Context: an optimization exercise on an open-source flow, tuned for small area and a short achievable clock period. The choices shown serve that exercise and are no tape-out recipe. Where RTL was checked, it was by simulation tests only, not by an equivalence proof against the original. Power is estimated from default activity; no workload was simulated.

==> inputs of run a <==
==> flow/design.v <==
module interrupt_controller (
    input  logic         PCLK,
    input  logic         rstn,
    input  logic         PSEL,
    input  logic         PENABLE,
    input  logic         PWRITE,
    input  logic [4:0]   PADDR,
    input  logic [31:0]  PWDATA,
    output logic [31:0]  PRDATA,
    output logic         PREADY,
    output logic         PSLVERR,
    input  logic [31:0]  IRQ,
    input  logic [4:0]   index,
    output logic [3:0]   INT,
    output logic [4:0]   IRQ_VECTOR
);
logic [31:0] irq_enable;
logic [31:0] irq_disable;
logic [31:0] irq_status;
logic [31:0] irq_type;
logic [31:0] irq_ack;
logic [31:0] irq_f;
logic [4:0]  irq_priority     [31:0];
logic [3:0]  irq_map          [31:0];
logic [4:0]  irq_vector_table [31:0];
wire acc = PSEL & PENABLE;
wire wr  = acc & PWRITE;
wire rd  = acc & ~PWRITE;
wire wr_status = wr & (PADDR == 5'h00);
wire wr_enable = wr & (PADDR == 5'h04);
wire wr_disable= wr & (PADDR == 5'h08);
wire wr_prio   = wr & (PADDR == 5'h0C);
wire wr_ack    = wr & (PADDR == 5'h10);
wire wr_type   = wr & (PADDR == 5'h14);
wire wr_vec    = wr & (PADDR == 5'h18);
wire wr_map    = wr & (PADDR == 5'h1C);
logic [31:0] idx_oh;
always_comb
    for (int i = 0; i < 32; i++)
        idx_oh[i] = (index == i[4:0]);
always_ff @(posedge PCLK or negedge rstn)
    if (!rstn) irq_f <= 32'b0;
    else       irq_f <= IRQ;
always_ff @(posedge PCLK or negedge rstn)
    if (!rstn)
        irq_status <= 32'b0;
    else if (wr_status)
        irq_status <= irq_status | PWDATA;
    else
        irq_status <= (irq_status | (irq_f & ~irq_disable & irq_enable)) & ~(~irq_type & irq_ack);
always_ff @(posedge PCLK or negedge rstn)
    if (!rstn) begin
        irq_enable  <= 32'b0;
        irq_disable <= 32'b0;
        irq_ack     <= 32'b0;
        irq_type    <= 32'b0;
    end else begin
        if (wr_enable)  irq_enable  <= irq_enable  | PWDATA;
        if (wr_disable) irq_disable <= irq_disable | PWDATA;
        if (wr_ack)     irq_ack     <= irq_ack     | PWDATA;
        if (wr_type)    irq_type    <= PWDATA;
    end
always_ff @(posedge PCLK or negedge rstn)
    if (!rstn) begin
        for (int i = 0; i < 32; i++) begin
            irq_priority[i]     <= 5'b0;
            irq_map[i]          <= 4'b0;
            irq_vector_table[i] <= 5'b0;
        end
    end else begin
        for (int i = 0; i < 32; i++) begin
            if (wr_prio & idx_oh[i]) irq_priority[i]     <= PWDATA[4:0];
            if (wr_map  & idx_oh[i]) irq_map[i]          <= PWDATA[3:0];
            if (wr_vec  & idx_oh[i]) irq_vector_table[i] <= PWDATA[4:0];
        end
    end
logic [4:0] rd_prio, rd_vec;
logic [3:0] rd_map;
always_comb begin
    rd_prio = 5'b0;
    rd_vec  = 5'b0;
    rd_map  = 4'b0;
    for (int i = 0; i < 32; i++) begin
        rd_prio = rd_prio | (irq_priority[i]     & {5{idx_oh[i]}});
        rd_vec  = rd_vec  | (irq_vector_table[i] & {5{idx_oh[i]}});
        rd_map  = rd_map  | (irq_map[i]          & {4{idx_oh[i]}});
    end
end
logic [31:0] rd_data;
always_comb
    case (PADDR)
        5'h00:   rd_data = irq_status;
        5'h04:   rd_data = irq_enable;
        5'h08:   rd_data = irq_disable;
        5'h0C:   rd_data = {27'b0, rd_prio};
        5'h10:   rd_data = irq_ack;
        5'h14:   rd_data = irq_type;
        5'h18:   rd_data = {27'b0, rd_vec};
        5'h1C:   rd_data = {28'b0, rd_map};
        default: rd_data = 32'b0;
    endcase
always_ff @(posedge PCLK or negedge rstn)
    if (!rstn)   PRDATA <= 32'b0;
    else if (rd) PRDATA <= rd_data;
always_ff @(posedge PCLK or negedge rstn)
    if (!rstn)    PREADY <= 1'b0;
    else if (acc) PREADY <= 1'b1;
assign PSLVERR = 1'b0;
logic [31:0] cand [0:5];
logic [31:0] zero_b;
always_comb begin
    cand[0] = irq_status;
    for (int b = 4; b >= 0; b--) begin
        for (int i = 0; i < 32; i++)
            zero_b[i] = cand[4-b][i] & ~irq_priority[i][b];
        cand[5-b] = (|zero_b) ? zero_b : cand[4-b];
    end
end
wire [31:0] c = cand[5];
logic [31:0] first;
logic        seen;
always_comb begin
    seen = 1'b0;
    for (int i = 0; i < 32; i++) begin
        first[i] = c[i] & ~seen;
        seen = seen | c[i];
    end
end
wire valid = |c[30:0];
wire [31:0] sel_oh = {~valid, first[30:0]};
logic [4:0] vec_sel;
logic [3:0] map_sel;
always_comb begin
    vec_sel = 5'b0;
    map_sel = 4'b0;
    for (int i = 0; i < 32; i++) begin
        vec_sel = vec_sel | (irq_vector_table[i] & {5{sel_oh[i]}});
        map_sel = map_sel | (irq_map[i]          & {4{first[i]}});
    end
end
always_ff @(posedge PCLK or negedge rstn)
    if (!rstn) INT <= 4'b0000;
    else if (map_sel[3:2] == 2'b00) INT[map_sel[1:0]] <= valid;
always_ff @(posedge PCLK or negedge rstn)
    if (!rstn) IRQ_VECTOR <= 5'b11111;
    else       IRQ_VECTOR <= vec_sel;
endmodule
==> flow/run.sh <==
#!/bin/bash
# synth_recipe.tcl (not shown) runs the flow's synth.tcl, then flattens the netlist and writes it again
# the make line also repeats each setting of config.mk as NAME=value (left out here)
make -C /OpenROAD-flow-scripts/flow DESIGN_CONFIG=/design/flow/config.mk WORK_HOME=/design/flow/orfs CLKGATE_MAP_FILE= SYNTH_SCRIPT=/design/flow/synth_recipe.tcl finish
==> flow/config.mk <==
export PLATFORM = sky130hd
export DESIGN_NAME = interrupt_controller
export DESIGN_NICKNAME = interrupt_controller
export VERILOG_FILES = /design/flow/design.v
export SDC_FILE = /design/flow/constraint.sdc
export NUM_CORES = 4
export LEC_CHECK = 0
export CAP_MARGIN = 20
export CORE_MARGIN = 2
export CORE_UTILIZATION = 20
export PLACE_DENSITY = 0.3
export SLEW_MARGIN = 20
==> flow/constraint.sdc <==
create_clock -name core_clock -period 100.0 [get_ports {PCLK}]
set_input_delay 20.0000 -clock core_clock [delete_from_list [all_inputs] [get_ports {PCLK}]]
set_output_delay 20.0000 -clock core_clock [all_outputs]
set_load 0.01 [all_outputs]
==> run b (differences from run a) <==
==> flow/design.v, changed modules only <==
module ic_elim (
    input  logic [31:0] c_in,
    input  logic [31:0] p,
    input  logic        hold,
    output logic [31:0] c_out
);
    wire [31:0] z   = c_in & ~p;
    wire        any = (|z) & ~hold;
    assign c_out = any ? z : c_in;
endmodule
module ic_first (
    input  logic [31:0] c,
    output logic [31:0] first
);
    logic seen;
    always_comb begin
        seen = 1'b0;
        for (int i = 0; i < 32; i++) begin
            first[i] = c[i] & ~seen;
            seen = seen | c[i];
        end
    end
endmodule
module ic_ohmux #(parameter int W = 5) (
    input  logic [31:0]     sel,
    input  logic [32*W-1:0] d,
    output logic [W-1:0]    q
);
    always_comb begin
        q = '0;
        for (int i = 0; i < 32; i++)
            q = q | (d[W*i +: W] & {W{sel[i]}});
    end
endmodule
module interrupt_controller (
    input  logic         PCLK,
    input  logic         rstn,
    input  logic         PSEL,
    input  logic         PENABLE,
    input  logic         PWRITE,
    input  logic [4:0]   PADDR,
    input  logic [31:0]  PWDATA,
    output logic [31:0]  PRDATA,
    output logic         PREADY,
    output logic         PSLVERR,
    input  logic [31:0]  IRQ,
    input  logic [4:0]   index,
    output logic [3:0]   INT,
    output logic [4:0]   IRQ_VECTOR
);
logic [31:0] irq_enable;
logic [31:0] irq_disable;
logic [31:0] irq_status;
logic [31:0] irq_type;
logic [31:0] irq_ack;
logic [31:0] irq_f;
logic [31:0] tbl_valid;
logic [4:0]  irq_priority     [31:0];
logic [3:0]  irq_map          [31:0];
logic [4:0]  irq_vector_table [31:0];
wire acc = PSEL & PENABLE;
wire wr  = acc & PWRITE;
wire rd  = acc & ~PWRITE;
wire wr_status = wr & (PADDR == 5'h00);
wire wr_enable = wr & (PADDR == 5'h04);
wire wr_disable= wr & (PADDR == 5'h08);
wire wr_prio   = wr & (PADDR == 5'h0C);
wire wr_ack    = wr & (PADDR == 5'h10);
wire wr_type   = wr & (PADDR == 5'h14);
wire wr_vec    = wr & (PADDR == 5'h18);
wire wr_map    = wr & (PADDR == 5'h1C);
wire wr_tbl    = wr_prio | wr_vec | wr_map;
logic [31:0] idx_oh;
always_comb
    for (int i = 0; i < 32; i++)
        idx_oh[i] = (index == i[4:0]);
always_ff @(posedge PCLK)
    irq_f <= IRQ;
always_ff @(posedge PCLK or negedge rstn)
    if (!rstn)
        irq_status <= 32'b0;
    else if (wr_status)
        irq_status <= irq_status | PWDATA;
    else
        irq_status <= (irq_status | (irq_f & ~irq_disable & irq_enable)) & ~(~irq_type & irq_ack);
always_ff @(posedge PCLK or negedge rstn)
    if (!rstn) begin
        irq_enable  <= 32'b0;
        irq_disable <= 32'b0;
        irq_ack     <= 32'b0;
        irq_type    <= 32'b0;
    end else begin
        if (wr_enable)  irq_enable  <= irq_enable  | PWDATA;
        if (wr_disable) irq_disable <= irq_disable | PWDATA;
        if (wr_ack)     irq_ack     <= irq_ack     | PWDATA;
        if (wr_type)    irq_type    <= PWDATA;
    end
always_ff @(posedge PCLK or negedge rstn)
    if (!rstn)       tbl_valid <= 32'b0;
    else if (wr_tbl) tbl_valid <= tbl_valid | idx_oh;
wire [4:0] d_prio = PWDATA[4:0] & {5{wr_prio}};
wire [4:0] d_vec  = PWDATA[4:0] & {5{wr_vec}};
wire [3:0] d_map  = PWDATA[3:0] & {4{wr_map}};
always_ff @(posedge PCLK)
    for (int i = 0; i < 32; i++) begin
        if (idx_oh[i] & (wr_prio | (wr_tbl & ~tbl_valid[i]))) irq_priority[i]     <= d_prio;
        if (idx_oh[i] & (wr_map  | (wr_tbl & ~tbl_valid[i]))) irq_map[i]          <= d_map;
        if (idx_oh[i] & (wr_vec  | (wr_tbl & ~tbl_valid[i]))) irq_vector_table[i] <= d_vec;
    end
logic [159:0] prio_flat, vec_flat;
logic [127:0] map_flat;
logic [31:0]  prio_bit [0:4];
always_comb
    for (int i = 0; i < 32; i++) begin
        prio_flat[5*i +: 5] = irq_priority[i];
        vec_flat[5*i +: 5]  = irq_vector_table[i];
        map_flat[4*i +: 4]  = irq_map[i];
        for (int b = 0; b < 5; b++)
            prio_bit[b][i] = irq_priority[i][b];
    end
logic [4:0] rd_prio, rd_vec;
logic [3:0] rd_map;
logic [0:0] rd_v;
ic_ohmux #(.W(5)) u_rd_prio (.sel(idx_oh), .d(prio_flat), .q(rd_prio));
ic_ohmux #(.W(5)) u_rd_vec  (.sel(idx_oh), .d(vec_flat),  .q(rd_vec));
ic_ohmux #(.W(4)) u_rd_map  (.sel(idx_oh), .d(map_flat),  .q(rd_map));
ic_ohmux #(.W(1)) u_rd_v    (.sel(idx_oh), .d(tbl_valid), .q(rd_v));
logic [31:0] rd_data;
always_comb
    case (PADDR)
        5'h00:   rd_data = irq_status;
        5'h04:   rd_data = irq_enable;
        5'h08:   rd_data = irq_disable;
        5'h0C:   rd_data = {27'b0, rd_prio & {5{rd_v[0]}}};
        5'h10:   rd_data = irq_ack;
        5'h14:   rd_data = irq_type;
        5'h18:   rd_data = {27'b0, rd_vec & {5{rd_v[0]}}};
        5'h1C:   rd_data = {28'b0, rd_map & {4{rd_v[0]}}};
        default: rd_data = 32'b0;
    endcase
always_ff @(posedge PCLK or negedge rstn)
    if (!rstn)   PRDATA <= 32'b0;
    else if (rd) PRDATA <= rd_data;
always_ff @(posedge PCLK or negedge rstn)
    if (!rstn)    PREADY <= 1'b0;
    else if (acc) PREADY <= 1'b1;
assign PSLVERR = 1'b0;
wire [31:0] pend_inv = irq_status & ~tbl_valid;
wire        any_inv  = |pend_inv;
logic [31:0] cand [0:5];
assign cand[0] = any_inv ? pend_inv : irq_status;
ic_elim u_e4 (.c_in(cand[0]), .p(prio_bit[4]), .hold(any_inv), .c_out(cand[1]));
ic_elim u_e3 (.c_in(cand[1]), .p(prio_bit[3]), .hold(any_inv), .c_out(cand[2]));
ic_elim u_e2 (.c_in(cand[2]), .p(prio_bit[2]), .hold(any_inv), .c_out(cand[3]));
ic_elim u_e1 (.c_in(cand[3]), .p(prio_bit[1]), .hold(any_inv), .c_out(cand[4]));
ic_elim u_e0 (.c_in(cand[4]), .p(prio_bit[0]), .hold(any_inv), .c_out(cand[5]));
logic [31:0] first;
ic_first u_first (.c(cand[5]), .first(first));
wire valid = |cand[5][30:0];
wire [31:0] sel_oh = {~valid, first[30:0]};
logic [4:0] vec_raw;
logic [3:0] map_raw;
logic [0:0] vv, mv;
ic_ohmux #(.W(5)) u_sel_vec (.sel(sel_oh), .d(vec_flat),  .q(vec_raw));
ic_ohmux #(.W(4)) u_sel_map (.sel(first),  .d(map_flat),  .q(map_raw));
ic_ohmux #(.W(1)) u_sel_vv  (.sel(sel_oh), .d(tbl_valid), .q(vv));
ic_ohmux #(.W(1)) u_sel_mv  (.sel(first),  .d(tbl_valid), .q(mv));
wire [4:0] vec_sel = vec_raw & {5{vv[0]}};
wire [3:0] map_sel = map_raw & {4{mv[0]}};
always_ff @(posedge PCLK or negedge rstn)
    if (!rstn) INT <= 4'b0000;
    else if (map_sel[3:2] == 2'b00) INT[map_sel[1:0]] <= valid;
always_ff @(posedge PCLK or negedge rstn)
    if (!rstn) IRQ_VECTOR <= 5'b11111;
    else       IRQ_VECTOR <= vec_sel;
endmodule
--- a/flow/config.mk
+++ b/flow/config.mk
@@ -7,6 +7,8 @@
 export LEC_CHECK = 0
 export CAP_MARGIN = 20
 export CORE_MARGIN = 2
-export CORE_UTILIZATION = 20
-export PLACE_DENSITY = 0.3
+export CORE_UTILIZATION = 55
+export PLACE_DENSITY = 0.65
 export SLEW_MARGIN = 20
+export SYNTH_HIERARCHICAL = 1
+export SYNTH_MINIMUM_KEEP_SIZE = 0
==> run c (differences from run a) <==
==> flow/flow/run.sh (new file) <==
#!/bin/bash
bash standard.sh > standard.log 2>&1
==> flow/standard.sh (new file) <==
#!/bin/bash
# synth_recipe.tcl (not shown) runs the flow's synth.tcl, then flattens the netlist and writes it again
# the make line also repeats each setting of config.mk as NAME=value (left out here)
make -C /OpenROAD-flow-scripts/flow DESIGN_CONFIG=/design/flow/config.mk WORK_HOME=/design/flow/orfs CLKGATE_MAP_FILE= SYNTH_SCRIPT=/design/flow/synth_recipe.tcl "${@:-finish}"
removed: flow/run.sh
==> run notes <==
| quantity | run c | run b | run a |
|---|---|---|---|
| P_comb | 0.000180 W | 0.0000969 W | 0.000180 W |
| Number of global-route vias before repair | 28800 | 26100 | 28800 |
| Transition at the pin with the smallest max-transition slack | 1.25 ns | 1.27 ns | 1.25 ns |
| Result of the run | complete, no violations | complete, no violations | complete, no violations |
| Nets@finish | 3250 | 2941 | 3250 |
| Setup slack on the worst flop-to-flop path | 86.24 ns | 84.18 ns | 86.24 ns |
| Portion of the post-synthesis area used by sequential elements | 49.3% | 61.3% | 49.3% |
| Syn Std Cell Area | 34600 µm² | 32600 µm² | 34600 µm² |
| Hold endpoint | irq_ack[11] | PREADY | irq_ack[11] |
| Non-Filler Instances | 5546 | 3698 | 5546 |
| Post-route clock period utilization | 23.7% | 24.1% | 23.7% |
| # diodes | 3 | 5 | 3 |
| Combinational Power Share | 22.2% | 13.8% | 22.2% |
| Placeable core region | 172000 µm² | 58800 µm² | 172000 µm² |
| Post-route worst setup slack | 76.34 ns | 75.91 ns | 76.34 ns |
| DRT Wirelength | 192000 µm | 135000 µm | 192000 µm |
| Die area | 176000 µm² | 61200 µm² | 176000 µm² |
| Share of layout cells above drive strength 1 | 26.8% | 9.49% | 26.8% |
| Cell count of the worst reg-to-reg path | 34 | 46 | 34 |
| Met1 usage in global routing | 28.2% | 57.5% | 28.2% |
| Count of filler cells inserted in the layout | 18100 | 4531 | 18100 |
| Global-route wire length before repair | 261000 µm | 189000 µm | 261000 µm |
| Synthesis-stage register bit count | 682 | 714 | 682 |
The RTL of run b was laid out without a check of its function.

separate check: timing with driven ports:
The results above use ideal ports. As a check the final layouts listed here were re-extracted and re-timed, cells and wires unchanged.
Step 1 assumes that a clkbuf_16 drives the clock port and a buf_2 every other input.
Step 2 times the ports against the registers' clock, not the clock port: input delays grow and output delays shrink by t, the midpoint of the rising clock arrivals with the driver on.
a / b / c = ideal ports / drivers / drivers and shift; a / b = the first two.
run	shift t [ns]	slack for setup (ns)	worst setup path after step 2	worst register clock-pin slew, ns
run a	0.807	76.337 / 76.391 / 75.584	input to register	0.07 / 0.07
run b	0.689	75.905 / 75.949 / 75.260	input to register	0.07 / 0.07
run c	0.807	76.337 / 76.391 / 75.584	input to register	0.07 / 0.07
After both steps setup and hold are still met in every run listed.
